This design comes from an exercise in tuning for a short achievable clock period and few clock cycles on the open sky130 flow, not from production work.
Function was checked by simulation only, so behaviour that the tests miss may differ from the original.
Power and IR drop assume default switching activity.

Design lc3_datapath, start of the top module:
module lc3_datapath
  (clk,
   rst,
   mem_en,
   mem_we,
   mem_addr,
   mem_wdata,
   mem_ready,
   mem_rdata
   );
Size: ~1200 flip-flops, roughly 53 I/O pins.
Settings: LEC_CHECK=0, CAP_MARGIN=20, CORE_MARGIN=2, CORE_UTILIZATION=40, PLACE_DENSITY=0.6, SETUP_SLACK_MARGIN=4.7, SLEW_MARGIN=20; clock period 7.5 ns.
run.sh (not shown) runs the stock make flow with config.mk's settings and CLKGATE_MAP_FILE= SYNTH_SCRIPT=/design/flow/synth_recipe.tcl, a recipe that flattens the netlist after the stock synthesis.
Testbench counts at the start, summed over its fixed seeds: cycles 113,250.
Next try:
--- a/flow/design.v
+++ b/flow/design.v
@@ -9,21 +9,21 @@
    mem_rdata
    );
   input         clk;
   input         rst;
   output        mem_en;
   output        mem_we;
   output [15:0] mem_addr;
   output [15:0] mem_wdata;
   input         mem_ready;
   input  [15:0] mem_rdata;
-  localparam CL = 5;                  
+  localparam CL = 6;                  
   localparam CN = 1 << CL;
   localparam TW = 16 - CL;            
   localparam [2:0] K_FETCH = 3'd0,
                    K_LOAD  = 3'd1,
                    K_LDI   = 3'd2,
                    K_STI   = 3'd3,
                    K_STORE = 3'd4,
                    K_TRAP  = 3'd5,
                    K_ADDR  = 3'd6,    
                    K_PF    = 3'd7;    
@@ -211,23 +211,23 @@
             c_valid[i] <= 1'b1;
     end
   always @(posedge clk)
     pc1 <= step ? inc16(pc1) : inc16(pc);
   always @(posedge clk or negedge rst)
     begin
       if (rst == 1'b0)
         begin
           pc   <= 16'h0200;
           ir   <= 16'h0;
-          mar  <= 16'h0200;
+          mar  <= 16'h0;
           mdr  <= 16'h0;
-          en   <= 1'b1;
+          en   <= 1'b0;
           we   <= 1'b0;
           kind <= K_FETCH;
           pf   <= 16'h0;
           pfv  <= 1'b0;
           ex   <= 1'b0;
           lk   <= 1'b0;
           aop  <= 2'd0;
           opa  <= 16'h0;
           opb  <= 16'h0;
         end
@@ -299,21 +299,27 @@
                     mar  <= mem_rdata;
                     pc   <= mem_rdata;
                   end
               K_LOAD, K_STORE:  
                 if (mem_ready)
                   begin
                     kind <= K_FETCH;
                     we   <= 1'b0;
                     en   <= 1'b0;
                   end
-              default: ;
+              default:  
+                if (~pfv & ~en)
+                  begin
+                    en  <= 1'b1;
+                    we  <= 1'b0;
+                    mar <= pc;
+                  end
             endcase
         end
     end
 endmodule
 module lc3_step
   #(parameter PF = 0)
   (input      [15:0] d,
    input             n, z, p,
    input      [15:0] r0, r1, r2, r3, r4, r5, r6, r7,
    input      [15:0] pc1,
@@ -370,22 +376,20 @@
           end
       ksadd = x ^ {g[14:0], 1'b0};
     end
   endfunction
   wire [3:0]  op    = d[15:12];
   wire        taken = (d[11] & n) | (d[10] & z) | (d[9] & p);
   wire [15:0] dbase = (fw & (d[8:6] == ldr)) ? fwd : rsel(d[8:6], r0, r1, r2, r3, r4, r5, r6, r7);
   wire [15:0] dsr2  = (fw & (d[2:0] == ldr)) ? fwd : rsel(d[2:0], r0, r1, r2, r3, r4, r5, r6, r7);
   assign      o_mdr = (fw & (d[11:9] == ldr)) ? fwd : rsel(d[11:9], r0, r1, r2, r3, r4, r5, r6, r7);
   wire [15:0] djsrr = (d[8:6] == 3'd7) ? pc1 : dbase;
-  wire [15:0] t9    = ksadd(pc1, {{7{d[8]}}, d[8:0]});
-  wire [15:0] t11   = ksadd(pc1, {{5{d[10]}}, d[10:0]});
   always @(*)
     begin
       case (op)
         4'b0000, 4'b0010, 4'b0011, 4'b1010, 4'b1011, 4'b1110:
           begin
             o_opa = pc1;
             o_opb = {{7{d[8]}}, d[8:0]};
           end
         4'b0100, 4'b1111:
           begin
@@ -429,43 +433,33 @@
             o_mar  = {8'h00, d[7:0]};
           end
         4'b1100:  
           begin
             o_mar = dbase;
             o_pc  = dbase;
           end
         4'b0100:  
           begin
             o_lk = 1'b1;
-            if (d[11] & (PF != 0))
-              begin
-                o_mar = t11;
-                o_pc  = t11;
-              end
-            else if (d[11])
+            if (d[11])
               begin
                 o_kind = K_ADDR;
                 o_en   = 1'b0;
               end
             else
               begin
                 o_mar = djsrr;
                 o_pc  = djsrr;
               end
           end
         4'b0000:  
-          if (taken & (PF != 0))
-            begin
-              o_mar = t9;
-              o_pc  = t9;
-            end
-          else if (taken)
+          if (taken)
             begin
               o_kind = K_ADDR;
               o_en   = 1'b0;
             end
           else
             o_seq = 1'b1;
         4'b0010, 4'b0011, 4'b0110, 4'b0111, 4'b1010, 4'b1011:
           begin             
             o_kind = K_PF;
             o_dat  = 1'b1;
Maximum frequency falls by 15%.
Die area rises by 51%.
Register-to-register slack loses 0.55 ns.
Power rises by 42%.
First-iteration DRC count rises by 52%.
Setup slack loses 0.55 ns.
Synthesized cell count rises by 25%.
Final cell count rises by 35%.
Testbench counts after the change, summed over its fixed seeds: cycles 111,697.

========
## rev 12
lc3_datapath, a different RTL version from the one above (not shown whole).
For scale: ~91,000 sq um of cells after synthesis.
export LEC_CHECK = 0
export CAP_MARGIN = 20
export CORE_MARGIN = 2
export CORE_UTILIZATION = 40
export PLACE_DENSITY = 0.6
export SETUP_SLACK_MARGIN = 4.7
export SLEW_MARGIN = 20
create_clock -name core_clock -period 7.5 [get_ports {clk}]
Testbench counts of rev 12, summed over its fixed seeds: cycles 109,771.
diff inputs: rev 12 => rev 13
-- flow/design.v --
<<< rev 12, line 17
  input         mem_ready;
  input  [15:0] mem_rdata;
  localparam CL = 6;                  
  localparam CN = 1 << CL;
  localparam TW = 16 - CL;            
>>> rev 13, line 17
  input         mem_ready;
  input  [15:0] mem_rdata;
  localparam CL = 5;                  
  localparam CN = 1 << CL;
  localparam TW = 16 - CL;            
<<< rev 12, line 384
  assign      o_mdr = (fw & (d[11:9] == ldr)) ? fwd : rsel(d[11:9], r0, r1, r2, r3, r4, r5, r6, r7);
  wire [15:0] djsrr = (d[8:6] == 3'd7) ? pc1 : dbase;
  wire [15:0] t9    = ksadd(pc1, {{7{d[8]}}, d[8:0]});
  wire [15:0] t11   = ksadd(pc1, {{5{d[10]}}, d[10:0]});
  always @(*)
    begin
>>> rev 13, line 384
  assign      o_mdr = (fw & (d[11:9] == ldr)) ? fwd : rsel(d[11:9], r0, r1, r2, r3, r4, r5, r6, r7);
  wire [15:0] djsrr = (d[8:6] == 3'd7) ? pc1 : dbase;
  always @(*)
    begin
<<< rev 12, line 443
          begin
            o_lk = 1'b1;
            if (d[11] & (PF != 0))
              begin
                o_mar = t11;
                o_pc  = t11;
              end
            else if (d[11])
              begin
                o_kind = K_ADDR;
>>> rev 13, line 441
          begin
            o_lk = 1'b1;
            if (d[11])
              begin
                o_kind = K_ADDR;
<<< rev 12, line 460
          end
        4'b0000:  
          if (taken & (PF != 0))
            begin
              o_mar = t9;
              o_pc  = t9;
            end
          else if (taken)
            begin
              o_kind = K_ADDR;
>>> rev 13, line 453
          end
        4'b0000:  
          if (taken)
            begin
              o_kind = K_ADDR;
--- outcome ---
- Combinational power (higher): rev 12
- Higher number of cells upsized or downsized after cts goes to rev 12 over rev 13.
- Summary of rev 13 over rev 12: relative contribution of the clock network to total power -2.5 points, post-DP HPWL -33%, final net count -1,773, final area -35%, fraction of the mapped netlist area in simple logic gates +2.2 points.
- The total net switching power in rev 12 is 1.5 times that in rev 13.
Testbench counts of rev 13, summed over its fixed seeds: cycles 115,085.

[separate check: timing with driven ports]
The flow's constraints put no driver on any port. The routed layouts listed below were extracted and timed again, unchanged, in two steps.
Step 1 assumes that a clkbuf_16 drives the clock port and a buf_2 every other input.
Step 2 moves the port delays by t, midway between the first and last clock arrival at a register: inputs arrive t later, outputs are due t later. That takes back most of the time a late clock gives input paths.
Three values: ideal ports, drivers, drivers and shift; two values: the first two.
run | t (ns) | setup WS [ns] | pins driven straight from the clock port
the first run of note 1 | 0.841 | 4.370 / 4.244 / 3.403 | 1
the second run of note 1 | 0.935 | 3.821 / 3.821 / 3.526 | 1
rev 12 | 0.948 | 4.001 / 4.001 / 3.397 | 1
rev 13 | 0.839 | 4.349 / 4.253 / 3.415 | 1
After both steps setup and hold are still met in every run listed. For the first run of note 1, which loses most, drivers alone change the setup slack by -0.126 ns; drivers and shift together by -0.967 ns.
